Background: an optimization exercise with open tools, aiming at small area. Do not read the settings as production practice. At most, simulation tests tie the RTL to the original design; equivalence was not proved. For run 1, only the layout was checked, not whether the RTL still works. Power and IR drop assume default switching activity.

==> flow/design.v (outline; a module is shown in full before it is edited, if it fits) <==
// module salu_mac: 930 lines
// module salu_fa: 6 lines
// module salu_ha: 6 lines
// module salu: 434 lines
module salu(
      issue_source_reg1,
      issue_source_reg2,
      issue_dest_reg,
      issue_imm_value0,
      issue_imm_value1,
      issue_opcode,
      issue_wfid,
      issue_alu_select,
      exec_rd_exec_value,
      exec_rd_vcc_value,
      exec_rd_m0_value,
      exec_rd_scc_value,
      sgpr_source2_data,
      sgpr_source1_data,
      issue_instr_pc,
      exec_wr_exec_en,
      exec_wr_vcc_en,
      exec_wr_m0_en,
      exec_wr_scc_en,
      exec_wr_exec_value,
      exec_wr_vcc_value,
      exec_wr_m0_value,
      exec_wr_scc_value,
      exec_wr_wfid,
      exec_rd_en,
      exec_rd_wfid,
      sgpr_dest_data,
      sgpr_dest_addr,
      sgpr_dest_wr_en,
      sgpr_source2_addr,
      sgpr_source1_addr,
      sgpr_source1_rd_en,
      sgpr_source2_rd_en,
      issue_alu_ready,
      sgpr_instr_done_wfid,
      sgpr_instr_done,
      fetchwaveissue_branch_wfid,
      fetchwaveissue_branch_en,
      fetchwaveissue_branch_taken,
      fetch_branch_pc_value,
      tracemon_retire_pc,
      tracemon_exec_word_sel,
      tracemon_vcc_word_sel,
      clk,
      rst
 );
  // ...
==> flow/flow/run.sh <==
#!/bin/bash
# The standard layout, with the smallest buffer on the ports instead of
# ORFS's default choice; each step's full log stays in orfs/logs/.
set -euo pipefail
export BUFFER_PORTS_ARGS="-buffer_cell sky130_fd_sc_hd__buf_1"
bash standard.sh finish > standard_make.log 2>&1
==> flow/standard.sh <==
#!/bin/bash
# synth_recipe.tcl (not shown) runs the flow's synth.tcl, then flattens the netlist and writes it again
# the make line also repeats each setting of config.mk as NAME=value (left out here)
make -C /OpenROAD-flow-scripts/flow DESIGN_CONFIG=/design/flow/config.mk WORK_HOME=/design/flow/orfs CLKGATE_MAP_FILE= SYNTH_SCRIPT=/design/flow/synth_recipe.tcl "${@:-finish}"
==> flow/config.mk <==
export PLATFORM = sky130hd
export DESIGN_NAME = salu
export DESIGN_NICKNAME = salu
export VERILOG_FILES = /design/flow/design.v
export SDC_FILE = /design/flow/constraint.sdc
export NUM_CORES = 4
export LEC_CHECK = 0
export CAP_MARGIN = 20
export CORE_MARGIN = 2
export CORE_UTILIZATION = 35
export SLEW_MARGIN = 20
export SYNTH_HIERARCHICAL = 1
export SYNTH_MINIMUM_KEEP_SIZE = 0
==> flow/constraint.sdc <==
create_clock -name core_clock -period 11.0 [get_ports {clk}]
set_input_delay 2.2000 -clock core_clock [delete_from_list [all_inputs] [get_ports {clk}]]
set_output_delay 2.2000 -clock core_clock [all_outputs]
set_load 0.01 [all_outputs]
==> summary.txt, run 1 <==
- The flow ran to the end and the layout has no timing, DRC or antenna violations.
- The floorplan die width is 325 um.
- The pin count of the biggest net entering global routing is 106.
- At the later pin of the worst-skew pair, clock insertion delay measures ~0.7 ns.
- The H-tree was split into 2 levels.
- Of the total power, the share spent switching nets is between 20 and 30%.
- In this run, power in combinational logic comes to approximately 0.53 mW.
- The total via count in the routed design is 38,000.
- After layout, the worst setup slack is 0.521 ns.
- The number of buffers between clock root and the deepest sink is 3.
- TritonCTS built the clock tree.
- Measured in cells, the most critical reg-to-reg path has a length of 35.
- The post-synthesis sequential element count is 500.
- The final sum of negative setup slack is 0 ns.
- Of the total standard cell area in the layout, the sequential portion is 23.7%.
- Buffers inserted during clock tree synthesis total 56.
- The clock tree root driver cell is clkbuf_16.
- The tool flagged a number of max-cap violations equal to 0.
- The areal power density over the cells is 109 nW/um^2.
- The startpoint of the worst register-to-register path is op2[3].
- STA puts the critical path data required time at 11.55 ns.
- Timing would allow up to around 95 MHz.
- The fraction of post-synthesis cell area in the top cell type by area is between 20% and 30%.
- The standard cell core area is 102,000 um^2.
- By count the netlist is led by 481 x dfxtp_1, 387 x a22oi_1, 357 x nand2_1.
- The global-route wire length before repair is about 290,000 um.
- The sequential-to-total area share from yosys stat is roughly 28%.
- The number of placed cells counting well taps is 5,888.
- The dominant kind of cell is multi-input gates.
- The most frequent cell on the critical path is xnor2_1.
- Yosys instantiated no cell more often than dfxtp_1.
- Across the whole layout, storage elements account for 10,100 um^2.
- The overflow left after global routing is 0.
- The amount of wire on met3 after detailed routing is roughly 28,000 um.
- The power in sequential cells is 2.03 mW.
- The net count of the mapped netlist is approximately 4,700.
- Dividing the detail-routed wire length by the instance count gives 35.7 um.
- The synthesized netlist devotes ~24% of its cell area to compound gates.
- Cells with a size suffix above 1 make up 9.90% of the layout.
==> module salu, before the edit <==
module salu(
      issue_source_reg1,
      issue_source_reg2,
      issue_dest_reg,
      issue_imm_value0,
      issue_imm_value1,
      issue_opcode,
      issue_wfid,
      issue_alu_select,
      exec_rd_exec_value,
      exec_rd_vcc_value,
      exec_rd_m0_value,
      exec_rd_scc_value,
      sgpr_source2_data,
      sgpr_source1_data,
      issue_instr_pc,
      exec_wr_exec_en,
      exec_wr_vcc_en,
      exec_wr_m0_en,
      exec_wr_scc_en,
      exec_wr_exec_value,
      exec_wr_vcc_value,
      exec_wr_m0_value,
      exec_wr_scc_value,
      exec_wr_wfid,
      exec_rd_en,
      exec_rd_wfid,
      sgpr_dest_data,
      sgpr_dest_addr,
      sgpr_dest_wr_en,
      sgpr_source2_addr,
      sgpr_source1_addr,
      sgpr_source1_rd_en,
      sgpr_source2_rd_en,
      issue_alu_ready,
      sgpr_instr_done_wfid,
      sgpr_instr_done,
      fetchwaveissue_branch_wfid,
      fetchwaveissue_branch_en,
      fetchwaveissue_branch_taken,
      fetch_branch_pc_value,
      tracemon_retire_pc,
      tracemon_exec_word_sel,
      tracemon_vcc_word_sel,
      clk,
      rst
 );
input clk;
input rst;
input issue_alu_select, exec_rd_scc_value;
input[5:0] issue_wfid;
input[11:0] issue_source_reg1, issue_source_reg2, issue_dest_reg;
input[15:0] issue_imm_value0;
input[31:0] issue_imm_value1, exec_rd_m0_value, issue_instr_pc, issue_opcode;
input[63:0] sgpr_source2_data, sgpr_source1_data,
            exec_rd_exec_value, exec_rd_vcc_value;
output exec_wr_exec_en, exec_wr_vcc_en, exec_wr_m0_en, exec_wr_scc_en,
         exec_wr_scc_value, exec_rd_en, sgpr_source1_rd_en, sgpr_source2_rd_en, issue_alu_ready, sgpr_instr_done,
         fetchwaveissue_branch_en, fetchwaveissue_branch_taken;
output [1:0] sgpr_dest_wr_en, tracemon_exec_word_sel, tracemon_vcc_word_sel;
output[5:0] exec_wr_wfid, exec_rd_wfid, sgpr_instr_done_wfid, fetchwaveissue_branch_wfid;
output[8:0] sgpr_dest_addr, sgpr_source2_addr, sgpr_source1_addr;
output[31:0] exec_wr_m0_value, fetch_branch_pc_value, tracemon_retire_pc;
output[63:0] exec_wr_exec_value, exec_wr_vcc_value, sgpr_dest_data;
localparam [5:0]
  OP_NOP = 6'd0,
  OP_BR = 6'd1, OP_BR_SCC0 = 6'd2, OP_BR_SCC1 = 6'd3, OP_BR_VCCZ = 6'd4,
  OP_BR_VCCNZ = 6'd5, OP_BR_EXECZ = 6'd6, OP_BR_EXECNZ = 6'd7,
  OP_MOV32 = 6'd8, OP_MOV64 = 6'd9, OP_NOT32 = 6'd10, OP_SAVEEXEC = 6'd11,
  OP_ADD_U = 6'd12, OP_SUB_U = 6'd13, OP_ADD_I = 6'd14, OP_SUB_I = 6'd15,
  OP_MIN = 6'd16, OP_MAX = 6'd17, OP_AND32 = 6'd18, OP_AND64 = 6'd19,
  OP_OR32 = 6'd20, OP_OR64 = 6'd21, OP_ANDN2 = 6'd22, OP_SHL = 6'd23,
  OP_SHR = 6'd24, OP_MUL = 6'd25, OP_CMP_EQ = 6'd26, OP_CMP_LEI = 6'd27,
  OP_CMP_GEU = 6'd28, OP_CMP_LEU = 6'd29, OP_CMP_Z = 6'd30, OP_MOVK = 6'd31,
  OP_ADDK = 6'd32, OP_MULK = 6'd33;
localparam [2:0] D_NONE = 3'd0, D_SGPR = 3'd1, D_VLO = 3'd2, D_VHI = 3'd3,
                 D_ELO = 3'd4, D_EHI = 3'd5, D_M0 = 3'd6;
reg [5:0] op_dec;
wire [23:0] opn = issue_opcode[23:0];
always @(*) begin
  op_dec = OP_NOP;
  case (issue_opcode[31:24])
    8'h01: case (opn)
      24'h000002: op_dec = OP_BR;
      24'h000004: op_dec = OP_BR_SCC0;
      24'h000005: op_dec = OP_BR_SCC1;
      24'h000006: op_dec = OP_BR_VCCZ;
      24'h000007: op_dec = OP_BR_VCCNZ;
      24'h000008: op_dec = OP_BR_EXECZ;
      24'h000009: op_dec = OP_BR_EXECNZ;
      default:    op_dec = OP_NOP;
    endcase
    8'h02: case (opn)
      24'h000003: op_dec = OP_MOV32;
      24'h000004: op_dec = OP_MOV64;
      24'h000007: op_dec = OP_NOT32;
      24'h000024: op_dec = OP_SAVEEXEC;
      default:    op_dec = OP_NOP;
    endcase
    8'h08: case (opn)
      24'h000000: op_dec = OP_ADD_U;
      24'h000001: op_dec = OP_SUB_U;
      24'h000002: op_dec = OP_ADD_I;
      24'h000003: op_dec = OP_SUB_I;
      24'h000007: op_dec = OP_MIN;
      24'h000008: op_dec = OP_MAX;
      24'h000009: op_dec = OP_MAX;
      24'h00000E: op_dec = OP_AND32;
      24'h00000F: op_dec = OP_AND64;
      24'h000010: op_dec = OP_OR32;
      24'h000011: op_dec = OP_OR64;
      24'h000015: op_dec = OP_ANDN2;
      24'h00001E: op_dec = OP_SHL;
      24'h000020: op_dec = OP_SHR;
      24'h000022: op_dec = OP_SHR;
      24'h000026: op_dec = OP_MUL;
      default:    op_dec = OP_NOP;
    endcase
    8'h04: case (opn)
      24'h000000: op_dec = OP_CMP_EQ;
      24'h000005: op_dec = OP_CMP_LEI;
      24'h000009: op_dec = OP_CMP_GEU;
      24'h00000B: op_dec = OP_CMP_LEU;
      24'h000001, 24'h000002, 24'h000003, 24'h000004,
      24'h000006, 24'h000007, 24'h000008, 24'h00000A: op_dec = OP_CMP_Z;
      default:    op_dec = OP_NOP;
    endcase
    8'h10: case (opn)
      24'h000000: op_dec = OP_MOVK;
      24'h00000F: op_dec = OP_ADDK;
      24'h000010: op_dec = OP_MULK;
      default:    op_dec = OP_NOP;
    endcase
    default: op_dec = OP_NOP;
  endcase
end
reg [2:0] dk_dec;
always @(*) begin
  casez (issue_dest_reg)
    12'b110?????????: dk_dec = D_SGPR;
    12'hE01: dk_dec = D_VLO;
    12'hE02: dk_dec = D_VHI;
    12'hE08: dk_dec = D_ELO;
    12'hE10: dk_dec = D_EHI;
    12'hE04: dk_dec = D_M0;
    default: dk_dec = D_NONE;
  endcase
end
reg        v1;
reg [5:0]  op1, wfid1;
reg [2:0]  dk1;
reg [8:0]  da1;
reg [11:0] sr1, sr2;
reg [15:0] imm0_1;
reg [31:0] imm1_1, pc1;
always @(posedge clk or posedge rst)
  if (rst) v1 <= 1'b0;
  else     v1 <= issue_alu_select;
always @(posedge clk) begin
  op1    <= op_dec;
  dk1    <= dk_dec;
  da1    <= issue_dest_reg[8:0];
  wfid1  <= issue_wfid;
  sr1    <= issue_source_reg1;
  sr2    <= issue_source_reg2;
  imm0_1 <= issue_imm_value0;
  imm1_1 <= issue_imm_value1;
  pc1    <= issue_instr_pc;
end
assign sgpr_source1_addr  = sr1[8:0];
assign sgpr_source2_addr  = sr2[8:0];
assign sgpr_source1_rd_en = v1;
assign sgpr_source2_rd_en = v1;
assign exec_rd_wfid       = wfid1;
wire is_br1 = (op1[5:3] == 3'b000) & (op1 != OP_NOP);
assign exec_rd_en = v1 & ((sr1[11] & sr1[10]) | (sr2[11] & sr2[10]) | is_br1);
wire vccz  = ~(|exec_rd_vcc_value);
wire execz = ~(|exec_rd_exec_value);
wire sndimm1  = is_br1 | (op1 == OP_MOVK) | (op1 == OP_ADDK) | (op1 == OP_MULK);
wire bit64_1  = (op1 == OP_MOV64) | (op1 == OP_SAVEEXEC) | (op1 == OP_AND64) |
                (op1 == OP_OR64) | (op1 == OP_ANDN2);
wire saveex1  = (op1 == OP_SAVEEXEC);
wire xzero1   = (op1 == OP_MOVK);
wire yzero1   = (op1 == OP_MOV32) | (op1 == OP_MOV64);
wire [31:0] vcc_lo = exec_rd_vcc_value[31:0],  vcc_hi = exec_rd_vcc_value[63:32];
wire [31:0] exe_lo = exec_rd_exec_value[31:0], exe_hi = exec_rd_exec_value[63:32];
wire [31:0] m0v = exec_rd_m0_value;
wire s1_sg  = (sr1[11:9] == 3'b110);
wire s1_sp  = (sr1[11:9] == 3'b111);
wire s1_lit = ~sr1[11] & (sr1[10:0] == 11'h7FF);
wire s1_inl = ~sr1[11] & ~s1_lit;
wire s2_sg  = (sr2[11:9] == 3'b110);
wire s2_sp  = (sr2[11:9] == 3'b111);
wire s2_lit = ~sr2[11] & (sr2[10:0] == 11'h7FF);
wire s2_inl = ~sr2[11] & ~s2_lit;
wire xn = ~is_br1 & ~xzero1;
wire xs_pc  = is_br1;
wire xs_sg  = xn & s1_sg;
wire xs_imm = xn & s1_lit;
wire xs_inl = xn & s1_inl;
wire xs_vl  = xn & s1_sp & (sr1[7:0] == 8'h01);
wire xs_vh  = xn & s1_sp & (sr1[7:0] == 8'h02);
wire xs_m0  = xn & s1_sp & (sr1[7:0] == 8'h04);
wire xs_el  = xn & s1_sp & (sr1[7:0] == 8'h08);
wire xs_eh  = xn & s1_sp & (sr1[7:0] == 8'h10);
wire xs_vz  = xn & s1_sp & (sr1[7:0] == 8'h20);
wire xs_ez  = xn & s1_sp & (sr1[7:0] == 8'h40);
wire xs_sc  = xn & s1_sp & (sr1[7:0] == 8'h80);
wire [31:0] inl1 = {{22{sr1[9]}}, sr1[9:0]};
wire [31:0] x_lo = ({32{xs_pc}} & pc1) | ({32{xs_sg}} & sgpr_source1_data[31:0]) |
                   ({32{xs_imm}} & imm1_1) | ({32{xs_inl}} & inl1) |
                   ({32{xs_vl}} & vcc_lo) | ({32{xs_vh}} & vcc_hi) | ({32{xs_m0}} & m0v) |
                   ({32{xs_el}} & exe_lo) | ({32{xs_eh}} & exe_hi) |
                   {31'b0, (xs_vz & vccz) | (xs_ez & execz) | (xs_sc & exec_rd_scc_value)};
wire xh_sg = bit64_1 & ~sr1[9];
wire xh_eh = (bit64_1 & sr1[9] & (sr1[7:0] == 8'h08)) | (~bit64_1 & (dk1 == D_ELO));
wire xh_vh = (bit64_1 & sr1[9] & (sr1[7:0] == 8'h01)) | (~bit64_1 & (dk1 == D_VLO));
wire xh_vl = ~bit64_1 & (dk1 == D_VHI);
wire xh_el = ~bit64_1 & (dk1 == D_EHI);
wire [31:0] x_hi = ({32{xh_sg}} & sgpr_source1_data[63:32]) | ({32{xh_eh}} & exe_hi) |
                   ({32{xh_vh}} & vcc_hi) | ({32{xh_vl}} & vcc_lo) | ({32{xh_el}} & exe_lo);
wire yn = ~saveex1 & ~yzero1 & ~sndimm1;
wire ys_k   = sndimm1;
wire ys_sg  = yn & s2_sg;
wire ys_imm = yn & s2_lit;
wire ys_inl = yn & s2_inl;
wire ys_vl  = yn & s2_sp & (sr2[7:0] == 8'h01);
wire ys_vh  = yn & s2_sp & (sr2[7:0] == 8'h02);
wire ys_m0  = yn & s2_sp & (sr2[7:0] == 8'h04);
wire ys_el  = (yn & s2_sp & (sr2[7:0] == 8'h08)) | saveex1;
wire ys_eh  = yn & s2_sp & (sr2[7:0] == 8'h10);
wire ys_vz  = yn & s2_sp & (sr2[7:0] == 8'h20);
wire ys_ez  = yn & s2_sp & (sr2[7:0] == 8'h40);
wire ys_sc  = yn & s2_sp & (sr2[7:0] == 8'h80);
wire [31:0] inl2 = {{22{sr2[9]}}, sr2[9:0]};
wire [31:0] y_lo = ({32{ys_k}} & {{16{imm0_1[15]}}, imm0_1}) |
                   ({32{ys_sg}} & sgpr_source2_data[31:0]) |
                   ({32{ys_imm}} & imm1_1) | ({32{ys_inl}} & inl2) |
                   ({32{ys_vl}} & vcc_lo) | ({32{ys_vh}} & vcc_hi) | ({32{ys_m0}} & m0v) |
                   ({32{ys_el}} & exe_lo) | ({32{ys_eh}} & exe_hi) |
                   {31'b0, (ys_vz & vccz) | (ys_ez & execz) | (ys_sc & exec_rd_scc_value)};
wire yhn = bit64_1 & ~yzero1 & ~saveex1;
wire yh_sg = yhn & ~sr2[9];
wire yh_eh = (yhn & sr2[9] & (sr2[7:0] == 8'h08)) | saveex1;
wire yh_vh = yhn & sr2[9] & (sr2[7:0] == 8'h01);
wire [31:0] y_hi = ({32{yh_sg}} & sgpr_source2_data[63:32]) | ({32{yh_eh}} & exe_hi) |
                   ({32{yh_vh}} & vcc_hi);
reg taken1;
always @(*) begin
  case (op1)
    OP_BR:        taken1 = 1'b1;
    OP_BR_SCC0:   taken1 = ~exec_rd_scc_value;
    OP_BR_SCC1:   taken1 = exec_rd_scc_value;
    OP_BR_VCCZ:   taken1 = vccz;
    OP_BR_VCCNZ:  taken1 = ~vccz;
    OP_BR_EXECZ:  taken1 = execz;
    OP_BR_EXECNZ: taken1 = ~execz;
    default:      taken1 = 1'b0;
  endcase
end
reg [5:0]  op2, wfid2;
reg [2:0]  dk2;
reg [8:0]  da2;
reg        taken2;
reg [31:0] pc2;
reg [63:0] x2, y2;
always @(posedge clk or posedge rst)
  if (rst) begin
    op2 <= OP_NOP;
    dk2 <= D_NONE;
  end else begin
    op2 <= v1 ? op1 : OP_NOP;
    dk2 <= v1 ? dk1 : D_NONE;
  end
always @(posedge clk) begin
  wfid2  <= wfid1;
  da2    <= da1;
  taken2 <= taken1;
  pc2    <= pc1;
  x2     <= {x_hi, x_lo};
  y2     <= {y_hi, y_lo};
end
wire [31:0] xl = x2[31:0], yl = y2[31:0];
wire o_br_t   = (op2 == OP_BR) | (op2 == OP_BR_SCC0) | (op2 == OP_BR_SCC1) |
                (op2 == OP_BR_VCCZ) | (op2 == OP_BR_EXECZ);
wire o_is_br  = (op2[5:3] == 3'b000) & (op2 != OP_NOP);
wire o_add    = (op2 == OP_ADD_U) | (op2 == OP_ADD_I) | (op2 == OP_ADDK);
wire o_sub    = (op2 == OP_SUB_U) | (op2 == OP_SUB_I) | (op2 == OP_MIN) |
                (op2 == OP_MAX) | (op2 == OP_CMP_EQ) | (op2 == OP_CMP_LEI) |
                (op2 == OP_CMP_GEU) | (op2 == OP_CMP_LEU) | (op2 == OP_CMP_Z);
wire o_mul    = (op2 == OP_MUL) | (op2 == OP_MULK);
wire o_shl    = (op2 == OP_SHL);
wire o_shr    = (op2 == OP_SHR);
wire o_bit64  = (op2 == OP_MOV64) | (op2 == OP_SAVEEXEC) | (op2 == OP_AND64) |
                (op2 == OP_OR64) | (op2 == OP_ANDN2);
wire o_saveex = (op2 == OP_SAVEEXEC);
wire o_and    = (op2 == OP_AND32) | (op2 == OP_AND64) | (op2 == OP_SAVEEXEC);
wire o_or     = (op2 == OP_OR32) | (op2 == OP_OR64) | (op2 == OP_MOV32) |
                (op2 == OP_MOV64) | (op2 == OP_MOVK);
wire o_andn   = (op2 == OP_ANDN2);
wire o_not    = (op2 == OP_NOT32);
wire o_minmax = (op2 == OP_MIN) | (op2 == OP_MAX);
wire o_mac_r  = o_br_t | o_add | (op2 == OP_SUB_U) | (op2 == OP_SUB_I) | o_mul | o_shl | o_shr;
wire [31:0] shdec = 32'b1 << yl[4:0];
wire [31:0] xrev;
genvar i;
generate
  for (i = 0; i < 32; i = i + 1) begin : g_rev
    assign xrev[i] = xl[31-i];
  end
endgenerate
wire [31:0] mac_a = ({32{o_shl | o_shr}} & shdec) | ({32{~(o_shl | o_shr)}} & yl);
wire [31:0] mac_b = ({32{o_mul | o_shl}} & xl) | ({32{o_shr}} & xrev);
wire [31:0] mac_c = {32{o_add | o_sub | o_br_t}} & xl;
wire [32:0] m;
salu_mac mac(
  .a(mac_a), .b(mac_b), .c(mac_c),
  .force_p1(o_add), .force_m1(o_sub), .force_r1(o_br_t), .force_k4(o_br_t),
  .m(m)
);
wire [31:0] mrev;
generate
  for (i = 0; i < 32; i = i + 1) begin : g_mrev
    assign mrev[i] = m[31-i];
  end
endgenerate
wire lt = m[32];                  
wire eq = ~(|m[31:0]);
wire ovf = m[31] ^ xl[31] ^ yl[31] ^ m[32];
wire pick_x = (op2 == OP_MIN) ? lt : ~lt;
wire o_or_hi = o_or | ~o_bit64;
wire t11_lo = o_and | o_or | o_minmax;
wire t10_lo = o_or | o_andn | (o_minmax & pick_x);
wire t01_lo = o_or | o_not | (o_minmax & ~pick_x);
wire t00_lo = o_not;
wire t11_hi = o_and | o_or_hi;
wire t10_hi = o_or_hi | o_andn;
wire t01_hi = o_or_hi;
wire [31:0] xh = x2[63:32], yh = y2[63:32];
wire [31:0] l_lo = ({32{t11_lo}} & xl & yl) | ({32{t10_lo}} & xl & ~yl) |
                   ({32{t01_lo}} & ~xl & yl) | ({32{t00_lo}} & ~xl & ~yl);
wire [31:0] l_hi = ({32{t11_hi}} & xh & yh) | ({32{t10_hi}} & xh & ~yh) |
                   ({32{t01_hi}} & ~xh & yh);
wire [31:0] r_lo = ({32{o_mac_r & ~o_shr}} & m[31:0]) | ({32{o_shr}} & mrev) |
                   ({32{~o_mac_r}} & l_lo);
wire [31:0] r_hi = l_hi;
wire zlo = ~(|r_lo);
wire zhi = ~(|r_hi);
reg scc2, scc_en2;
always @(*) begin
  scc2 = 1'b0;
  scc_en2 = 1'b1;
  case (op2)
    OP_NOT32, OP_AND32, OP_OR32, OP_SHL, OP_SHR: scc2 = ~zlo;
    OP_AND64, OP_OR64, OP_ANDN2, OP_SAVEEXEC:    scc2 = ~(zlo & zhi);
    OP_ADD_U, OP_SUB_U, OP_MULK:                 scc2 = m[32];
    OP_ADD_I, OP_SUB_I, OP_ADDK:                 scc2 = ovf;
    OP_MIN:     scc2 = lt;
    OP_MAX:     scc2 = ~lt & ~eq;
    OP_CMP_EQ:  scc2 = eq;
    OP_CMP_LEI: scc2 = (xl[31] & yl[31]) ? ~lt :
                       xl[31] ? 1'b1 :
                       yl[31] ? 1'b0 : (lt | eq);
    OP_CMP_GEU: scc2 = ~lt;
    OP_CMP_LEU: scc2 = lt | eq;
    OP_CMP_Z:   scc2 = 1'b0;
    default:    scc_en2 = 1'b0;
  endcase
end
wire hi32 = ~o_bit64 & ((dk2 == D_VHI) | (dk2 == D_EHI));
wire [63:0] wa = ({64{hi32}} & {r_lo, r_hi}) | ({64{~hi32}} & {r_hi, r_lo});
wire [63:0] wb = ({64{o_saveex}} & y2) | ({64{~o_saveex}} & {r_hi, r_lo});
wire [1:0] ws_full = o_bit64 ? 2'b11 : 2'b01;
wire [1:0] ws_high = o_bit64 ? 2'b11 : 2'b10;
wire [1:0] sgpr_en2 = (dk2 == D_SGPR) ? ws_full : 2'b00;
wire [1:0] vcc_ws2  = (dk2 == D_VLO) ? ws_full : (dk2 == D_VHI) ? ws_high : 2'b00;
wire [1:0] exec_ws2 = ((dk2 == D_ELO) ? ws_full : (dk2 == D_EHI) ? ws_high : 2'b00) |
                      {2{o_saveex}};
wire m0_en2 = (dk2 == D_M0);
reg [1:0]  sgpr_en3, vcc_ws3, exec_ws3;
reg        m0_en3, scc_en3, br_en3;
reg        scc3, taken3;
reg [5:0]  wfid3;
reg [8:0]  da3;
reg [31:0] pc3;
reg [63:0] wa3, wb3;
always @(posedge clk or posedge rst)
  if (rst) begin
    sgpr_en3 <= 2'b00;
    vcc_ws3  <= 2'b00;
    exec_ws3 <= 2'b00;
    m0_en3   <= 1'b0;
    scc_en3  <= 1'b0;
    br_en3   <= 1'b0;
  end else begin
    sgpr_en3 <= sgpr_en2;
    vcc_ws3  <= vcc_ws2;
    exec_ws3 <= exec_ws2;
    m0_en3   <= m0_en2;
    scc_en3  <= scc_en2;
    br_en3   <= o_is_br;
  end
always @(posedge clk) begin
  scc3   <= scc2;
  taken3 <= taken2;
  wfid3  <= wfid2;
  da3    <= da2;
  pc3    <= pc2;
  wa3    <= wa;
  wb3    <= wb;
end
assign exec_wr_exec_en = |exec_ws3;
assign exec_wr_vcc_en  = |vcc_ws3;
assign exec_wr_m0_en   = m0_en3;
assign exec_wr_scc_en  = scc_en3;
assign sgpr_dest_wr_en = sgpr_en3;
assign exec_wr_exec_value = wa3;
assign exec_wr_vcc_value  = wa3;
assign exec_wr_m0_value   = wa3[31:0];
assign exec_wr_scc_value  = scc3;
assign sgpr_dest_data     = wb3;
assign sgpr_dest_addr     = da3;
assign fetch_branch_pc_value = wb3[31:0];
assign exec_wr_wfid = wfid3;
assign sgpr_instr_done_wfid = wfid3;
assign fetchwaveissue_branch_wfid = wfid3;
assign sgpr_instr_done = (|exec_ws3) | (|vcc_ws3) | m0_en3 | scc_en3 | (|sgpr_en3);
assign fetchwaveissue_branch_en = br_en3;
assign fetchwaveissue_branch_taken = taken3;
assign tracemon_retire_pc = pc3;
assign tracemon_exec_word_sel = exec_ws3;
assign tracemon_vcc_word_sel = vcc_ws3;
assign issue_alu_ready = 1'b1;
endmodule
==> inputs of run 2 (changes only) <==
--- a/flow/design.v
+++ b/flow/design.v
@@ -919,19 +919,135 @@
 wire s270, c270;
 salu_fa fa271(s206, c237, s238, s270, c270);
 wire s271, c271;
 salu_fa fa272(s208, c238, s239, s271, c271);
 wire s272, c272;
 salu_fa fa273(s210, c239, s240, s272, c272);
 wire [31:0] r1 = {c271, c270, c269, c268, c267, c266, c265, c264, c263, c262, c261, c260, c259, c258, c257, c256, c255, c254, c253, c252, c251, c250, c249, c248, c247, c246, c245, c244, c243, c242, c241, c[0]};
 wire [31:0] r2 = {s272, s271, s270, s269, s268, s267, s266, s265, s264, s263, s262, s261, s260, s259, s258, s257, s256, s255, s254, s253, s252, s251, s250, s249, s248, s247, s246, s245, s244, s243, s242, s241};
-wire [32:0] fs = r1 + r2;
-assign m[31:0] = fs[31:0];
-assign m[32] = fs[32] ^ pp0_32 ^ pp1_30 ^ pp2_28 ^ pp3_26 ^ pp4_24 ^ pp5_22 ^ pp6_20 ^ pp7_18 ^ pp8_16 ^ pp9_14 ^ pp10_12 ^ pp11_10 ^ pp12_8 ^ pp13_6 ^ pp14_4 ^ pp15_2 ^ pp16_0 ^ c25 ^ c26 ^ c27 ^ c28 ^ c29 ^ c86 ^ c87 ^ c88 ^ c89 ^ c153 ^ c154 ^ c155 ^ c209 ^ c210 ^ c240 ^ c272;
+wire [31:0] gp = r1 & r2;
+wire [31:0] pp = r1 ^ r2;
+wire g_1_0 = gp[1] | (pp[1] & gp[0]);
+wire p_1_0 = pp[1] & pp[0];
+wire g_3_2 = gp[3] | (pp[3] & gp[2]);
+wire p_3_2 = pp[3] & pp[2];
+wire g_5_4 = gp[5] | (pp[5] & gp[4]);
+wire p_5_4 = pp[5] & pp[4];
+wire g_7_6 = gp[7] | (pp[7] & gp[6]);
+wire p_7_6 = pp[7] & pp[6];
+wire g_9_8 = gp[9] | (pp[9] & gp[8]);
+wire p_9_8 = pp[9] & pp[8];
+wire g_11_10 = gp[11] | (pp[11] & gp[10]);
+wire p_11_10 = pp[11] & pp[10];
+wire g_13_12 = gp[13] | (pp[13] & gp[12]);
+wire p_13_12 = pp[13] & pp[12];
+wire g_15_14 = gp[15] | (pp[15] & gp[14]);
+wire p_15_14 = pp[15] & pp[14];
+wire g_17_16 = gp[17] | (pp[17] & gp[16]);
+wire p_17_16 = pp[17] & pp[16];
+wire g_19_18 = gp[19] | (pp[19] & gp[18]);
+wire p_19_18 = pp[19] & pp[18];
+wire g_21_20 = gp[21] | (pp[21] & gp[20]);
+wire p_21_20 = pp[21] & pp[20];
+wire g_23_22 = gp[23] | (pp[23] & gp[22]);
+wire p_23_22 = pp[23] & pp[22];
+wire g_25_24 = gp[25] | (pp[25] & gp[24]);
+wire p_25_24 = pp[25] & pp[24];
+wire g_27_26 = gp[27] | (pp[27] & gp[26]);
+wire p_27_26 = pp[27] & pp[26];
+wire g_29_28 = gp[29] | (pp[29] & gp[28]);
+wire p_29_28 = pp[29] & pp[28];
+wire g_31_30 = gp[31] | (pp[31] & gp[30]);
+wire p_31_30 = pp[31] & pp[30];
+wire g_3_0 = g_3_2 | (p_3_2 & g_1_0);
+wire p_3_0 = p_3_2 & p_1_0;
+wire g_7_4 = g_7_6 | (p_7_6 & g_5_4);
+wire p_7_4 = p_7_6 & p_5_4;
+wire g_11_8 = g_11_10 | (p_11_10 & g_9_8);
+wire p_11_8 = p_11_10 & p_9_8;
+wire g_15_12 = g_15_14 | (p_15_14 & g_13_12);
+wire p_15_12 = p_15_14 & p_13_12;
+wire g_19_16 = g_19_18 | (p_19_18 & g_17_16);
+wire p_19_16 = p_19_18 & p_17_16;
+wire g_23_20 = g_23_22 | (p_23_22 & g_21_20);
+wire p_23_20 = p_23_22 & p_21_20;
+wire g_27_24 = g_27_26 | (p_27_26 & g_25_24);
+wire p_27_24 = p_27_26 & p_25_24;
+wire g_31_28 = g_31_30 | (p_31_30 & g_29_28);
+wire p_31_28 = p_31_30 & p_29_28;
+wire g_7_0 = g_7_4 | (p_7_4 & g_3_0);
+wire p_7_0 = p_7_4 & p_3_0;
+wire g_15_8 = g_15_12 | (p_15_12 & g_11_8);
+wire p_15_8 = p_15_12 & p_11_8;
+wire g_23_16 = g_23_20 | (p_23_20 & g_19_16);
+wire p_23_16 = p_23_20 & p_19_16;
+wire g_31_24 = g_31_28 | (p_31_28 & g_27_24);
+wire p_31_24 = p_31_28 & p_27_24;
+wire g_15_0 = g_15_8 | (p_15_8 & g_7_0);
+wire p_15_0 = p_15_8 & p_7_0;
+wire g_31_16 = g_31_24 | (p_31_24 & g_23_16);
+wire p_31_16 = p_31_24 & p_23_16;
+wire g_31_0 = g_31_16 | (p_31_16 & g_15_0);
+wire p_31_0 = p_31_16 & p_15_0;
+wire g_23_0 = g_23_16 | (p_23_16 & g_15_0);
+wire p_23_0 = p_23_16 & p_15_0;
+wire g_11_0 = g_11_8 | (p_11_8 & g_7_0);
+wire p_11_0 = p_11_8 & p_7_0;
+wire g_19_0 = g_19_16 | (p_19_16 & g_15_0);
+wire p_19_0 = p_19_16 & p_15_0;
+wire g_27_0 = g_27_24 | (p_27_24 & g_23_0);
+wire p_27_0 = p_27_24 & p_23_0;
+wire g_5_0 = g_5_4 | (p_5_4 & g_3_0);
+wire p_5_0 = p_5_4 & p_3_0;
+wire g_9_0 = g_9_8 | (p_9_8 & g_7_0);
+wire p_9_0 = p_9_8 & p_7_0;
+wire g_13_0 = g_13_12 | (p_13_12 & g_11_0);
+wire p_13_0 = p_13_12 & p_11_0;
+wire g_17_0 = g_17_16 | (p_17_16 & g_15_0);
+wire p_17_0 = p_17_16 & p_15_0;
+wire g_21_0 = g_21_20 | (p_21_20 & g_19_0);
+wire p_21_0 = p_21_20 & p_19_0;
+wire g_25_0 = g_25_24 | (p_25_24 & g_23_0);
+wire p_25_0 = p_25_24 & p_23_0;
+wire g_29_0 = g_29_28 | (p_29_28 & g_27_0);
+wire p_29_0 = p_29_28 & p_27_0;
+wire g_2_0 = gp[2] | (pp[2] & g_1_0);
+wire p_2_0 = pp[2] & p_1_0;
+wire g_4_0 = gp[4] | (pp[4] & g_3_0);
+wire p_4_0 = pp[4] & p_3_0;
+wire g_6_0 = gp[6] | (pp[6] & g_5_0);
+wire p_6_0 = pp[6] & p_5_0;
+wire g_8_0 = gp[8] | (pp[8] & g_7_0);
+wire p_8_0 = pp[8] & p_7_0;
+wire g_10_0 = gp[10] | (pp[10] & g_9_0);
+wire p_10_0 = pp[10] & p_9_0;
+wire g_12_0 = gp[12] | (pp[12] & g_11_0);
+wire p_12_0 = pp[12] & p_11_0;
+wire g_14_0 = gp[14] | (pp[14] & g_13_0);
+wire p_14_0 = pp[14] & p_13_0;
+wire g_16_0 = gp[16] | (pp[16] & g_15_0);
+wire p_16_0 = pp[16] & p_15_0;
+wire g_18_0 = gp[18] | (pp[18] & g_17_0);
+wire p_18_0 = pp[18] & p_17_0;
+wire g_20_0 = gp[20] | (pp[20] & g_19_0);
+wire p_20_0 = pp[20] & p_19_0;
+wire g_22_0 = gp[22] | (pp[22] & g_21_0);
+wire p_22_0 = pp[22] & p_21_0;
+wire g_24_0 = gp[24] | (pp[24] & g_23_0);
+wire p_24_0 = pp[24] & p_23_0;
+wire g_26_0 = gp[26] | (pp[26] & g_25_0);
+wire p_26_0 = pp[26] & p_25_0;
+wire g_28_0 = gp[28] | (pp[28] & g_27_0);
+wire p_28_0 = pp[28] & p_27_0;
+wire g_30_0 = gp[30] | (pp[30] & g_29_0);
+wire p_30_0 = pp[30] & p_29_0;
+wire [32:0] cy = {g_31_0, g_30_0, g_29_0, g_28_0, g_27_0, g_26_0, g_25_0, g_24_0, g_23_0, g_22_0, g_21_0, g_20_0, g_19_0, g_18_0, g_17_0, g_16_0, g_15_0, g_14_0, g_13_0, g_12_0, g_11_0, g_10_0, g_9_0, g_8_0, g_7_0, g_6_0, g_5_0, g_4_0, g_3_0, g_2_0, g_1_0, gp[0], 1'b0};
+assign m[31:0] = pp ^ cy[31:0];
+assign m[32] = cy[32] ^ pp0_32 ^ pp1_30 ^ pp2_28 ^ pp3_26 ^ pp4_24 ^ pp5_22 ^ pp6_20 ^ pp7_18 ^ pp8_16 ^ pp9_14 ^ pp10_12 ^ pp11_10 ^ pp12_8 ^ pp13_6 ^ pp14_4 ^ pp15_2 ^ pp16_0 ^ c25 ^ c26 ^ c27 ^ c28 ^ c29 ^ c86 ^ c87 ^ c88 ^ c89 ^ c153 ^ c154 ^ c155 ^ c209 ^ c210 ^ c240 ^ c272;
 endmodule
 module salu_fa(a, b, c, s, co);
 input a, b, c;
 output s, co;
 assign s = a ^ b ^ c;
 assign co = (a & b) | (a & c) | (b & c);
 endmodule
 module salu_ha(a, b, s, co);
@@ -1182,16 +1298,39 @@
                    ({32{ys_el}} & exe_lo) | ({32{ys_eh}} & exe_hi) |
                    {31'b0, (ys_vz & vccz) | (ys_ez & execz) | (ys_sc & exec_rd_scc_value)};
 wire yhn = bit64_1 & ~yzero1 & ~saveex1;
 wire yh_sg = yhn & ~sr2[9];
 wire yh_eh = (yhn & sr2[9] & (sr2[7:0] == 8'h08)) | saveex1;
 wire yh_vh = yhn & sr2[9] & (sr2[7:0] == 8'h01);
 wire [31:0] y_hi = ({32{yh_sg}} & sgpr_source2_data[63:32]) | ({32{yh_eh}} & exe_hi) |
                    ({32{yh_vh}} & vcc_hi);
+wire br_t1   = (op1 == OP_BR) | (op1 == OP_BR_SCC0) | (op1 == OP_BR_SCC1) |
+               (op1 == OP_BR_VCCZ) | (op1 == OP_BR_EXECZ);
+wire add1    = (op1 == OP_ADD_U) | (op1 == OP_ADD_I) | (op1 == OP_ADDK);
+wire sub1    = (op1 == OP_SUB_U) | (op1 == OP_SUB_I) | (op1 == OP_MIN) |
+               (op1 == OP_MAX) | (op1 == OP_CMP_EQ) | (op1 == OP_CMP_LEI) |
+               (op1 == OP_CMP_GEU) | (op1 == OP_CMP_LEU) | (op1 == OP_CMP_Z);
+wire shl1    = (op1 == OP_SHL);
+wire shr1    = (op1 == OP_SHR);
+wire mul1    = (op1 == OP_MUL) | (op1 == OP_MULK);
+wire macr1   = br_t1 | add1 | (op1 == OP_SUB_U) | (op1 == OP_SUB_I) | mul1 | shl1 | shr1;
+wire [10:0] mc1 = {
+  shr1,                                                       
+  saveex1,                                                    
+  ~bit64_1 & ((dk1 == D_VHI) | (dk1 == D_EHI)),               
+  ~macr1,                                                     
+  macr1 & ~shr1,                                              
+  br_t1,                                                      
+  sub1,                                                       
+  add1,                                                       
+  add1 | sub1 | br_t1,                                        
+  shl1 | shr1,                                                
+  mul1 | shl1                                                 
+};
 reg taken1;
 always @(*) begin
   case (op1)
     OP_BR:        taken1 = 1'b1;
     OP_BR_SCC0:   taken1 = ~exec_rd_scc_value;
     OP_BR_SCC1:   taken1 = exec_rd_scc_value;
     OP_BR_VCCZ:   taken1 = vccz;
     OP_BR_VCCNZ:  taken1 = ~vccz;
@@ -1201,122 +1340,127 @@
   endcase
 end
 reg [5:0]  op2, wfid2;
 reg [2:0]  dk2;
 reg [8:0]  da2;
 reg        taken2;
 reg [31:0] pc2;
 reg [63:0] x2, y2;
+reg [10:0] mc2;
 always @(posedge clk or posedge rst)
   if (rst) begin
     op2 <= OP_NOP;
     dk2 <= D_NONE;
   end else begin
     op2 <= v1 ? op1 : OP_NOP;
     dk2 <= v1 ? dk1 : D_NONE;
   end
 always @(posedge clk) begin
   wfid2  <= wfid1;
   da2    <= da1;
   taken2 <= taken1;
   pc2    <= pc1;
   x2     <= {x_hi, x_lo};
+  mc2    <= mc1;
   y2     <= {y_hi, y_lo};
 end
 wire [31:0] xl = x2[31:0], yl = y2[31:0];
 wire o_br_t   = (op2 == OP_BR) | (op2 == OP_BR_SCC0) | (op2 == OP_BR_SCC1) |
                 (op2 == OP_BR_VCCZ) | (op2 == OP_BR_EXECZ);
 wire o_is_br  = (op2[5:3] == 3'b000) & (op2 != OP_NOP);
 wire o_add    = (op2 == OP_ADD_U) | (op2 == OP_ADD_I) | (op2 == OP_ADDK);
 wire o_sub    = (op2 == OP_SUB_U) | (op2 == OP_SUB_I) | (op2 == OP_MIN) |
                 (op2 == OP_MAX) | (op2 == OP_CMP_EQ) | (op2 == OP_CMP_LEI) |
                 (op2 == OP_CMP_GEU) | (op2 == OP_CMP_LEU) | (op2 == OP_CMP_Z);
 wire o_mul    = (op2 == OP_MUL) | (op2 == OP_MULK);
 wire o_shl    = (op2 == OP_SHL);
 wire o_shr    = (op2 == OP_SHR);
 wire o_bit64  = (op2 == OP_MOV64) | (op2 == OP_SAVEEXEC) | (op2 == OP_AND64) |
                 (op2 == OP_OR64) | (op2 == OP_ANDN2);
 wire o_saveex = (op2 == OP_SAVEEXEC);
-wire o_and    = (op2 == OP_AND32) | (op2 == OP_AND64) | (op2 == OP_SAVEEXEC);
+wire o_and    = (op2 == OP_AND32) | (op2 == OP_AND64);
 wire o_or     = (op2 == OP_OR32) | (op2 == OP_OR64) | (op2 == OP_MOV32) |
                 (op2 == OP_MOV64) | (op2 == OP_MOVK);
 wire o_andn   = (op2 == OP_ANDN2);
 wire o_not    = (op2 == OP_NOT32);
 wire o_minmax = (op2 == OP_MIN) | (op2 == OP_MAX);
 wire o_mac_r  = o_br_t | o_add | (op2 == OP_SUB_U) | (op2 == OP_SUB_I) | o_mul | o_shl | o_shr;
 wire [31:0] shdec = 32'b1 << yl[4:0];
 wire [31:0] xrev;
 genvar i;
 generate
   for (i = 0; i < 32; i = i + 1) begin : g_rev
     assign xrev[i] = xl[31-i];
   end
 endgenerate
-wire [31:0] mac_a = ({32{o_shl | o_shr}} & shdec) | ({32{~(o_shl | o_shr)}} & yl);
-wire [31:0] mac_b = ({32{o_mul | o_shl}} & xl) | ({32{o_shr}} & xrev);
-wire [31:0] mac_c = {32{o_add | o_sub | o_br_t}} & xl;
+wire [31:0] mac_a = ({32{mc2[1]}} & shdec) | ({32{~mc2[1]}} & yl);
+wire [31:0] mac_b = ({32{mc2[0]}} & xl) | ({32{mc2[10]}} & xrev);
+wire [31:0] mac_c = {32{mc2[2]}} & xl;
 wire [32:0] m;
 salu_mac mac(
   .a(mac_a), .b(mac_b), .c(mac_c),
-  .force_p1(o_add), .force_m1(o_sub), .force_r1(o_br_t), .force_k4(o_br_t),
+  .force_p1(mc2[3]), .force_m1(mc2[4]), .force_r1(mc2[5]), .force_k4(mc2[5]),
   .m(m)
 );
 wire [31:0] mrev;
 generate
   for (i = 0; i < 32; i = i + 1) begin : g_mrev
     assign mrev[i] = m[31-i];
   end
 endgenerate
 wire lt = m[32];                  
 wire eq = ~(|m[31:0]);
 wire ovf = m[31] ^ xl[31] ^ yl[31] ^ m[32];
 wire pick_x = (op2 == OP_MIN) ? lt : ~lt;
 wire o_or_hi = o_or | ~o_bit64;
-wire t11_lo = o_and | o_or | o_minmax;
+wire t11_lo = o_and | o_or | o_minmax | o_saveex;
 wire t10_lo = o_or | o_andn | (o_minmax & pick_x);
-wire t01_lo = o_or | o_not | (o_minmax & ~pick_x);
+wire t01_lo = o_or | o_not | (o_minmax & ~pick_x) | o_saveex;
 wire t00_lo = o_not;
-wire t11_hi = o_and | o_or_hi;
+wire t11_hi = o_and | o_or_hi | o_saveex;
 wire t10_hi = o_or_hi | o_andn;
-wire t01_hi = o_or_hi;
+wire t01_hi = o_or_hi | o_saveex;
 wire [31:0] xh = x2[63:32], yh = y2[63:32];
 wire [31:0] l_lo = ({32{t11_lo}} & xl & yl) | ({32{t10_lo}} & xl & ~yl) |
                    ({32{t01_lo}} & ~xl & yl) | ({32{t00_lo}} & ~xl & ~yl);
 wire [31:0] l_hi = ({32{t11_hi}} & xh & yh) | ({32{t10_hi}} & xh & ~yh) |
                    ({32{t01_hi}} & ~xh & yh);
-wire [31:0] r_lo = ({32{o_mac_r & ~o_shr}} & m[31:0]) | ({32{o_shr}} & mrev) |
-                   ({32{~o_mac_r}} & l_lo);
+wire [31:0] r_lo = ({32{mc2[6]}} & m[31:0]) | ({32{mc2[10]}} & mrev) |
+                   ({32{mc2[7]}} & l_lo);
 wire [31:0] r_hi = l_hi;
-wire zlo = ~(|r_lo);
-wire zhi = ~(|r_hi);
+wire hi32 = mc2[8];
+wire [63:0] wa = ({64{hi32}} & {r_lo, r_hi}) | ({64{~hi32 & ~mc2[9]}} & {r_hi, r_lo}) |
+                ({64{mc2[9]}} & x2 & y2);
+wire [63:0] wb = {r_hi, r_lo};
+wire zlo = ~(|wa[31:0]);
+wire zhi = ~(|wa[63:32]);
+wire z32 = hi32 ? zhi : zlo;
 reg scc2, scc_en2;
 always @(*) begin
   scc2 = 1'b0;
   scc_en2 = 1'b1;
   case (op2)
-    OP_NOT32, OP_AND32, OP_OR32, OP_SHL, OP_SHR: scc2 = ~zlo;
+    OP_NOT32, OP_AND32, OP_OR32: scc2 = ~z32;
+    OP_SHL, OP_SHR: scc2 = ~eq;
     OP_AND64, OP_OR64, OP_ANDN2, OP_SAVEEXEC:    scc2 = ~(zlo & zhi);
     OP_ADD_U, OP_SUB_U, OP_MULK:                 scc2 = m[32];
     OP_ADD_I, OP_SUB_I, OP_ADDK:                 scc2 = ovf;
     OP_MIN:     scc2 = lt;
     OP_MAX:     scc2 = ~lt & ~eq;
     OP_CMP_EQ:  scc2 = eq;
     OP_CMP_LEI: scc2 = (xl[31] & yl[31]) ? ~lt :
                        xl[31] ? 1'b1 :
                        yl[31] ? 1'b0 : (lt | eq);
     OP_CMP_GEU: scc2 = ~lt;
     OP_CMP_LEU: scc2 = lt | eq;
     OP_CMP_Z:   scc2 = 1'b0;
     default:    scc_en2 = 1'b0;
   endcase
 end
-wire hi32 = ~o_bit64 & ((dk2 == D_VHI) | (dk2 == D_EHI));
-wire [63:0] wa = ({64{hi32}} & {r_lo, r_hi}) | ({64{~hi32}} & {r_hi, r_lo});
-wire [63:0] wb = ({64{o_saveex}} & y2) | ({64{~o_saveex}} & {r_hi, r_lo});
 wire [1:0] ws_full = o_bit64 ? 2'b11 : 2'b01;
 wire [1:0] ws_high = o_bit64 ? 2'b11 : 2'b10;
 wire [1:0] sgpr_en2 = (dk2 == D_SGPR) ? ws_full : 2'b00;
 wire [1:0] vcc_ws2  = (dk2 == D_VLO) ? ws_full : (dk2 == D_VHI) ? ws_high : 2'b00;
 wire [1:0] exec_ws2 = ((dk2 == D_ELO) ? ws_full : (dk2 == D_EHI) ? ws_high : 2'b00) |
                       {2{o_saveex}};
 wire m0_en2 = (dk2 == D_M0);
 reg [1:0]  sgpr_en3, vcc_ws3, exec_ws3;
==> flow/flow/run.sh (replaced) <==
#!/bin/bash
# The standard layout (standard.sh), with these changes to how it is made:
#  - ABC maps the logic with an area-oriented recipe (flow/abc_area_map.script)
#    in place of ORFS's speed recipe; everything else in synthesis is unchanged;
#  - the port buffers that global placement inserts use the smallest buffer;
#  - clock tree synthesis uses clkbuf_8 with smaller sink clusters and no
#    dummy loads.
# Each step's full log stays in orfs/logs/; make's own output goes to
# standard_make.log.
set -euo pipefail
here=$(pwd)
rm -rf "$here/scripts"
cp -r "$FLOW_HOME/scripts" "$here/scripts"
cp "$here/flow/abc_area_map.script" "$here/scripts/abc_speed.script"
export BUFFER_PORTS_ARGS="-buffer_cell sky130_fd_sc_hd__buf_1"
export CTS_ARGS="-sink_clustering_enable -repair_clock_nets -dont_use_dummy_load -buf_list sky130_fd_sc_hd__clkbuf_8 -sink_clustering_size 14 -sink_clustering_max_diameter 50"
bash standard.sh SCRIPTS_DIR="$here/scripts" finish > standard_make.log 2>&1
==> flow/flow/abc_area_map.script (new file) <==
&get -n
&st
&dch
&nf -a
&st
&syn2
&dch
&nf -a
&st
&syn2
&dch
&nf -a
&put
topo
stime -c
==> summary.txt, run 2 <==
- The total standard cell area after synthesis is 33,700 um^2.
- The fraction of post-synthesis cell area in the top cell type by area is 29.2% (+2.5 points).
- VDD sags by at most 0.111 mV.
- The share of final-layout standard cells stronger than drive strength 1 is 7.69% (-2.2 points).
- In this run the most critical hold path is launched from pc2[8].
- The first-pass iteration count of the detailed router is 11.
- Registers are responsible for about 54% of the overall power.
- The max-slew violation count was 0.
- The hold violation count in the final report is 0.
- A synthesized cell averages 9.78 um^2.
- Counting flops with an async set or reset pin after synthesis yields a share of 3.72%.
- The net count of the mapped netlist is 4,226 (-11%).
- The number of DRC markers after the initial detailed-route iteration is between 6,000 and 7,000.
- The tree is rooted in a clkbuf_8.
- The worst relative slew slack is 17.5%.
- The finished cells cover between 40,000 and 50,000 um^2.
- The simple-gate share of the synthesized area is 13.0%.
- The initial antenna violation count was 41.
- The library cell contributing the largest single delay on the critical path is fa_1.
- The biggest cell delay along the critical path is approximately 0.6 ns.
- The clock-pin slew of the registers on the worst-case setup and hold paths is 0.07 ns.
- The net switching component of the power is roughly 1.2 mW.
- The final sum of negative setup slack was 0 ns (unchanged).
- The cell area reported after detailed placement is 39,000 um^2.
- The half-perimeter wire length after detailed placement is roughly 160,000 um.
- The critical path class is reg2reg.
- The area growth from synthesis to layout is 18.9%.
- The hold-fix buffer count after cts is 0.
- The upper clock frequency limit is 95.4 MHz (about the same).
- The clock tree from TritonCTS is yes.
- The sequential-to-total area share from yosys stat was 30.7% (+2.6 points).
- The flow ran to the end and the layout has no timing, DRC or antenna violations.
- Setup repair after global routing left no endpoint under its margin.
- The worst register-to-register path begins at mc2[0].
- The global-route wire length before repair is 268,000 um (-7.5%).
- The main combinational cell family by area after synthesis is compound AO/OA/AOI/OAI gates.
- The worst setup path is captured at a register.
- The total via count in the routed design is 36,200 (-4.8%).
- The number of setup buffers added after CTS is 0.
- Leaving out fill and tap cells, the most frequent cells in the layout are 801 x buf_1, 488 x dfxtp_1, 433 x a22oi_1.
- The synthesized-area fraction occupied by ao, oa, aoi and oai cells is 24.1% (-0.37 points).
- The floorplan die width is 314 um (-3.2%).
- At the end of routability-driven placement, the weighted congestion stood at around 1.1.
- After detailed routing, the number of vias per cell comes to around 6.4.
- The number of enable-type register cells in the synthesized netlist is 0.
- The most frequent cell on the critical path is xnor2_1.
- The final routed DRC violation total is 0.
- The most used flip-flop cell after synthesis is dfxtp_1.
- The pin count of the biggest net entering global routing was 67 (-37%).
- The number of placed cells counting well taps is 5,576 (-5.3%).
- Per report_power, the clock group accounts for approximately a third of the total.
- The number of global-route vias before repair is ~34,000.
- The overall power is between 3 and 4 mW.
- In the global route stage, overall resource usage came out at 38.5%.
- The count of final setup violators is 0.
- The areal power density over the cells is 94.4 nW/um^2 (-13%).
- The post-detailed-route wirelength per cell is 34.6 um (-3.2%).
- For this configuration, the core starts out at a cell density of 35.4%.
- After floorplanning, the core was divided into between 100 and 150 placement rows.
- The cell count after synthesis came out at 3,443.
- The XOR/XNOR share of the synthesized area is 8.88%.
- The max-capacitance violation count is 0 (unchanged).
- The worst path in the final design needs a cycle of 10.48 ns, including I/O delays and setup.
- Yosys instantiated no cell more often than dfxtp_1.
- Leaving out fill and tap cells, the most frequent cell in the layout is buf_1.
- For this block, the routed nets add up to 196,000 um of wire.
- The switching part of the total power is 30.5% (+1.5 points).
- The kind of start point of the critical path is a register.
- The deepest level of the CTS H-tree came to 3 (+1).
- The analysis attributes to cell leakage a power of 15.8 nW.
- The setup check on the worst reg-to-reg path leaves a slack of 0.52 ns.
- The internal power component is around 2.6 mW.
- The data required time at the worst endpoint came to 11.55 ns (about the same).
- The number of synthesis warnings is 7.
- The worst hold-check slack is 0.318 ns.
- The overflow left after global routing came to 0 (unchanged).
- The setup slack after layout is 0.520 ns (-0.000382 ns).
- The standard cell core area is 95,200 um^2 (-6.6%).
- During placement, the flow inserted port buffers numbering about 800.
- The share of the cycle needed by the critical path after routing is 95.3%.
- In this run the remaining antenna-violating nets after routing total 0.
- The TritonCTS buffer count is 69 (+23%).
- The number of sinks handled by clock tree synthesis is 511.
- In the post-synthesis netlist, the biggest area contributors are dfxtp_1 29%, fa_1 15%, a22oi_1 9.7%.
- The critical path starts at mc2[0].
- Counting instances in the post-synthesis netlist gives the leading cell types as 492 x dfxtp_1, 433 x a22oi_1, 304 x xnor2_1.
- The floorplan step set the die height to 314 um.
- The slew at the pin closest to its max-slew limit is 1.23 ns.
- The min-delay analysis places its worst path in the category reg2reg.
- The die area is 98,700 um^2.
- Grouping stages by cell kind, the critical path spends the most delay in adder cells.
- Of all cell types, the one taking the most synthesized area is dfxtp_1.
- The number of buffers between clock root and the deepest sink is 3 (unchanged).
- The clock arrives with 0.122 ns of skew.
- Counting both buffers and inverters, the worst setup path holds a total of 5.
- The insertion delay to the later sink of the worst-skew pair is 0.76 ns (+0.06 ns).
- The worst path arrival time is 11.03 ns.
- Leaving out filler cells and counting taps, the final layout contains 5,671.
- In this run the worst path has a maximum fanout of 21.
- For this run, the post-layout net count is ~5,200.
- The share of total power dissipated in combinational logic is between 10% and 20%.
- The unique cell type count in the Yosys netlist is 63.
- The share of synthesized cell area in full adder, half adder and majority cells is between 10% and 20%.
- During I/O placement, the number of pins put on the boundary was between 800 and 900.
- The worst slack at placement is 0.283 ns.
- Cells fill 42.1% of the core in the end.
- The post-synthesis sequential element count came to 511 (+2.2%).
- The mux share of post-synthesis cell area is 0.238%.
==> run 2: cell count changes in the layout (fill, tap and decap cells not counted), moves of 54 or more <==
cell	previous run	this run
a21oi_1	187	103
clkbuf_16	57	0
clkbuf_8	12	69
nor2_1	214	139
inv_1	70	0
o21ai_0	152	92
and2_0	1	56
nand2_1	357	303
clkinv_1	3	113
==> run 2: kinds of logic (layout without fill, tap and decap cells) <==
logic type,after synthesis,in the layout
AO/OA/AOI/OAI,1089,1089
AND/OR/NAND/NOR,884,884
flip-flops,511,511
XOR/XNOR,340,340
adder cells (fa/ha/maj),337,337
buffers and inverters,273,1211
multiplexers,8,8
other,1,26
==> run 2: per-module statistics from Yosys, one instance, submodules excluded <==
module	cell area [um^2]	flops+latches
salu	21700	511
salu_fa	20.0	0
salu_ha	12.5	0
salu_mac	6800	0
==> run 2: path summary, 6_finish.rpt <==
kind	endpoint	depth (start not counted)
worst max register to register	scc3	32
max in group asynchronous	vcc_ws3[0]	2
worst max-delay path	scc3	32
min in group asynchronous	scc_en3	2
worst min-delay path	pc3[8]	0
worst min register to register	pc3[8]	0
==> run 2: metal layers <==
metal	share of wire [%]	wire, um	track usage, %
met4	7.6	14900	24.8
met1	38	73800	48.9
met5	0.095	186	0.822
met3	13	24700	11.7
met2	42	82500	56.6
==> run 2: worst reg2reg max path: cells and delay by family (launching register included) <==
family / cells / cell delay (ns)
AO/OA/AOI/OAI: 7 / 1.81
XOR/XNOR: 8 / 1.78
adder cells (fa/ha/maj): 7 / 2.95
buffers and inverters: 5 / 1.86
flip-flops: 1 / 0.56
AND/OR/NAND/NOR: 5 / 1.44
==> run 2: what timing repair did <==
action | 4_1_cts | 5_1_grt
resized for setup | 0 | 4
endpoints found under the hold margin | 0 | 0
endpoints found under the setup margin | 0 | 1
==> run 2: power groups by stage <==
stage | clock network (mW) | registers [mW] | logic [mW]
finish | 1.25 | 2.03 | 0.496
global route | 1.33 | 2.03 | 0.505
CTS | 1.26 | 2.03 | 0.473
detailed placement | 0 | 2.07 | 0.471
global placement | 0 | 2.07 | 0.474
floorplan | 0 | 2.03 | 0.178
==> run 2: layout make-up <==
cell class                      instances  area (um^2)
Timing Repair Buffer                 1029         4740
Inverter                              113          424
Fill cell                            9647        55100
Tap cell                             1265         1580
Sequential cell                       511        10300
Multi-Input combinational cell       2659        21900
Antenna cell                           25         62.6
Clock buffer                           69          950
==> inputs of run 3 (changes only) <==
--- a/flow/config.mk
+++ b/flow/config.mk
@@ -7,7 +7,7 @@
 export LEC_CHECK = 0
 export CAP_MARGIN = 20
 export CORE_MARGIN = 2
-export CORE_UTILIZATION = 35
+export CORE_UTILIZATION = 50
 export SLEW_MARGIN = 20
 export SYNTH_HIERARCHICAL = 1
 export SYNTH_MINIMUM_KEEP_SIZE = 0
==> summary.txt, run 3 <==
- The worst relative slew slack is 22.3% (+4.8 points).
- The die area is 69,500 um^2 (-30%).
- The average instance area after synthesis is 9.78 um^2 (unchanged).
- For this run, the leading register cell type out of synthesis is dfxtp_1.
- The number of nets in the layout is 5,107 (-1.1%).
- The number of rows created at floorplan is 95 (-16%).
- The max-slew violation count is 0 (unchanged).
- The detail-routed via count per cell came to 6.95 (+8.9%).
- The number of synthesis warnings is 7 (unchanged).
- The first-pass iteration count of the detailed router was 18 (+7).
- The cell area reported after detailed placement came to 38,200 um^2 (-2.0%).
- The share of the cycle needed by the critical path after routing was 97.6% (+2.4 points).
- The total length of routed wires is 184,000 um (-6.3%).
- The insertion delay to the later sink of the worst-skew pair is 0.75 ns (about the same).
- The worst path arrival time was 11.28 ns (+0.25 ns).
- The leading cell type in the layout, fill and taps excluded is buf_1.
- The areal power density over the cells is 94.0 nW/um^2 (-0.41%).
- Clock tree synthesis selected as its root buffer the cell clkbuf_8.
- The number of global-route vias before repair came to 33,100 (-3.4%).
- The most frequent cell on the critical path is fa_1.
- The number of buffers between clock root and the deepest sink came to 3 (unchanged).
- Sorting the synthesized cells by how often they occur yields 492 x dfxtp_1, 433 x a22oi_1, 304 x xnor2_1.
- The remaining antenna violation count after routing came to 0 (unchanged).
- The reported leakage power is 15.5 nW (-1.9%).
- The slew at the pin closest to its max-slew limit is 1.17 ns (-0.0613 ns).
- The floorplan die width came to 264 um (-16%).
- The biggest cell delay along the critical path was 0.87 ns (+0.28 ns).
- The share of final-layout standard cells stronger than drive strength 1 is 6.55% (-1.1 points).
- The initial cell density of the core is 50.3% (+15 points).
- The sequential-to-total area share from yosys stat came to 30.7% (unchanged).
- The final instance area is 39,100 um^2 (-2.4%).
- The number of DRC markers after the initial detailed-route iteration is 7,220 (+19%).
- The die height is 264 um (-16%).
- The post-CTS setup-driven buffer insertion count came to 0 (unchanged).
- The deepest level of the CTS H-tree was 2 (-1).
- The worst voltage drop across the vdd grid was 0.0980 mV (-11%).
- The library cells used most frequently in the layout, excluding fill and tap cells, are 801 x buf_1, 489 x dfxtp_1, 433 x a22oi_1.
- The clock tree from TritonCTS is yes.
- dfxtp_1 takes more of the synthesized area than any other cell.
- The total via count in the routed design is 36,300 (+0.27%).
- The number of enable-type register cells in the synthesized netlist came to 0 (unchanged).
- The half-perimeter wire length after detailed placement is 148,000 um (-5.7%).
- The setup slack after layout is 0.259 ns (-0.262 ns).
- The max-capacitance violation count is 0 (unchanged).
- The total I/O pin count was 803 (unchanged).
- The clock-pin slew of the registers on the worst-case setup and hold paths is 0.09 ns (+0.02 ns).
- The synthesized netlist cell count is 3,443 (unchanged).
- The path class of the tightest hold or removal check is reg2reg.
- The TritonCTS buffer count came to 59 (-14%).
- The total routing resource utilization after global routing is 50.9% (+12 points).
- The proportion of register bits with asynchronous set or reset after synthesis is 3.72% (unchanged).
- The upper clock frequency limit came to 93.1 MHz (-2.4%).
- The fraction of post-synthesis cell area in the top cell type by area was 29.2% (unchanged).
- The global-route wire length before repair is 252,000 um (-5.9%).
- The clock period minus final worst setup slack is 10.74 ns (+0.262 ns).
- The initial antenna violation count is 41 (unchanged).
- Setup repair after global routing left no endpoint under its margin.
- The critical path class is reg2reg.
- The count of final setup violators was 0 (unchanged).
- The kind of start point of the critical path is a register.
- The standard cell core area is 66,900 um^2 (-30%).
- The register area is 10,300 um^2 (about the same).
- The post-synthesis sequential element count was 511 (unchanged).
- The overflow left after global routing came to 0 (unchanged).
- The number of sinks handled by clock tree synthesis came to 511 (unchanged).
- The count of port buffers added during placement is 801 (unchanged).
- The final routed DRC violation total is 0 (unchanged).
- The maximum clock skew at final layout was 0.103 ns (-0.0194 ns).
- The maximum net fanout on the critical path was 23 (+9.5%).
- The worst slack at placement is -0.125 ns (-0.408 ns).
- The total standard cell area after synthesis is 33,700 um^2 (unchanged).
- The most common cell in the synthesized netlist is dfxtp_1.
- The post-detailed-route wirelength per cell is 35.2 um (+1.9%).
- STA classifies the critical path endpoint as a register.
- The library cell contributing the largest single delay on the critical path is o22ai_2.
- The final estimated routing congestion in global placement is 1.11 (+3.3%).
- The flow ran to the end and the layout has no timing, DRC or antenna violations.
- The worst hold-check slack is 0.296 ns (-0.0226 ns).
- The multi-input logic area came to 22,000 um^2 (about the same).
- The unique cell type count in the Yosys netlist is 63 (unchanged).
- The net count of the mapped netlist is 4,226 (unchanged).
- The pin count of the biggest net entering global routing is 68 (+1.5%).
- The hold violation count in the final report came to 0 (unchanged).
- The data required time at the worst endpoint is 11.53 ns (-0.02 ns).
- The filler cell count is 6,224 (-35%).
- Yosys attributes the largest share of cell area to dfxtp_1 29%, fa_1 15%, a22oi_1 9.7%.
- The layout overhead on the synthesized area is 16.0%.
- The final sum of negative setup slack is 0 ns (unchanged).
==> run 3: final cells by class <==
type	instances	share of cell area, %
clock buffers	59	2.08
repair buffers	980	11.3
diodes	24	0.154
inverters	113	1.09
multi-input cells	2659	56.2
well taps	873	2.79
flip-flops and latches	511	26.4
==> run 3: power by group <==
group / switching (mW) / leakage [nW] / internal, mW
combinational: 0.348 / 10.7 / 0.141
clock: 0.669 / 0.424 / 0.470
sequential: 0.120 / 4.34 / 1.93
==> run 3: metrics by stage <==
step	total power, mW	instances	util, %
global placement	2.53	5136	57.1
finish	3.68	5219	58.4
floorplan	2.20	3443	-
CTS	3.62	5195	58.3
global route	3.73	5204	58.4
detailed placement	2.53	5136	57.1
==> run 3: cell families (layout without fill, tap and decap cells) <==
family                   count (synthesis)  in the layout  share of synthesized area, %
AO/OA/AOI/OAI                         1089           1089                          24.1
XOR/XNOR                               340            340                          8.88
adder cells (fa/ha/maj)                337            337                          18.2
buffers and inverters                  273           1152                          4.83
flip-flops                             511            511                          30.7
multiplexers                             8              8                         0.238
other                                    1             25                        0.0111
AND/OR/NAND/NOR                        884            884                          13.0
==> run 3: final timing paths <==
kind,to,slack [ns],startpoint,cells past startpoint
min in group asynchronous,v1,1.48,rst,2
max,scc3,0.26,mc2[1],29
min reg2reg,da2[0],0.30,da1[0],0
min,da2[0],0.30,da1[0],0
max in group asynchronous,dk2[2],9.09,rst,2
max reg2reg,scc3,0.26,mc2[1],29
==> run 3: metal layers <==
metal | track usage (%) | up-vias | share of wire, %
li1 | - | 14700 | -
met1 | 65.4 | 17500 | 36
met2 | 71.3 | 3341 | 40
met3 | 25.4 | 707 | 17
met4 | 22.5 | 28 | 5.8
met5 | 1.73 | - | 0.20
==> run 3: what timing repair did <==
action | CTS | global route
pin swaps | 0 | 0
cloned | 0 | 0
hold buffers | 0 | 0
endpoints found under the setup margin | 1 | 1
resized for setup | 2 | 3
==> run 3: critical path, delay by kind of cell, from the launching register on <==
kind            cells  cell delay [ns]
compound gates     12             4.24
xor+xnor            2             0.74
fa+ha+maj           6             2.74
buf+inv             1             0.20
flops               1             0.45
simple gates        8             2.17
==> run 3: Yosys stat by module, one instance, submodules excluded <==
module,copies in the design,cell area [um^2]
salu,1,21700
salu_fa,241,20.0
salu_ha,32,12.5
salu_mac,1,6800

port drivers added, routing unchanged:
In the flow no input, the clock included, has a driving cell. The finished layouts below were timed again as built, in two steps. Step 1: set_driving_cell puts a clkbuf_16 on clk and a buf_2 on each other input, an assumption about the parent block. Step 2, shift: input delay + t, output delay - t, t = (earliest + latest rising clock arrival at the registers) / 2. This alone moves slack from input paths to output paths. a / b / c = no drivers / after step 1 / after step 2; a / b = the first two.
run	shift t [ns]	setup WS [ns]	slew at the worst register clock pin (ns)
run 1	0.762	0.521 / 0.521 / 0.521	0.07 / 0.07
run 2	0.772	0.520 / 0.520 / 0.520	0.09 / 0.09
run 3	0.770	0.259 / 0.259 / 0.259	0.09 / 0.09
After both steps setup and hold are still met in every run listed.
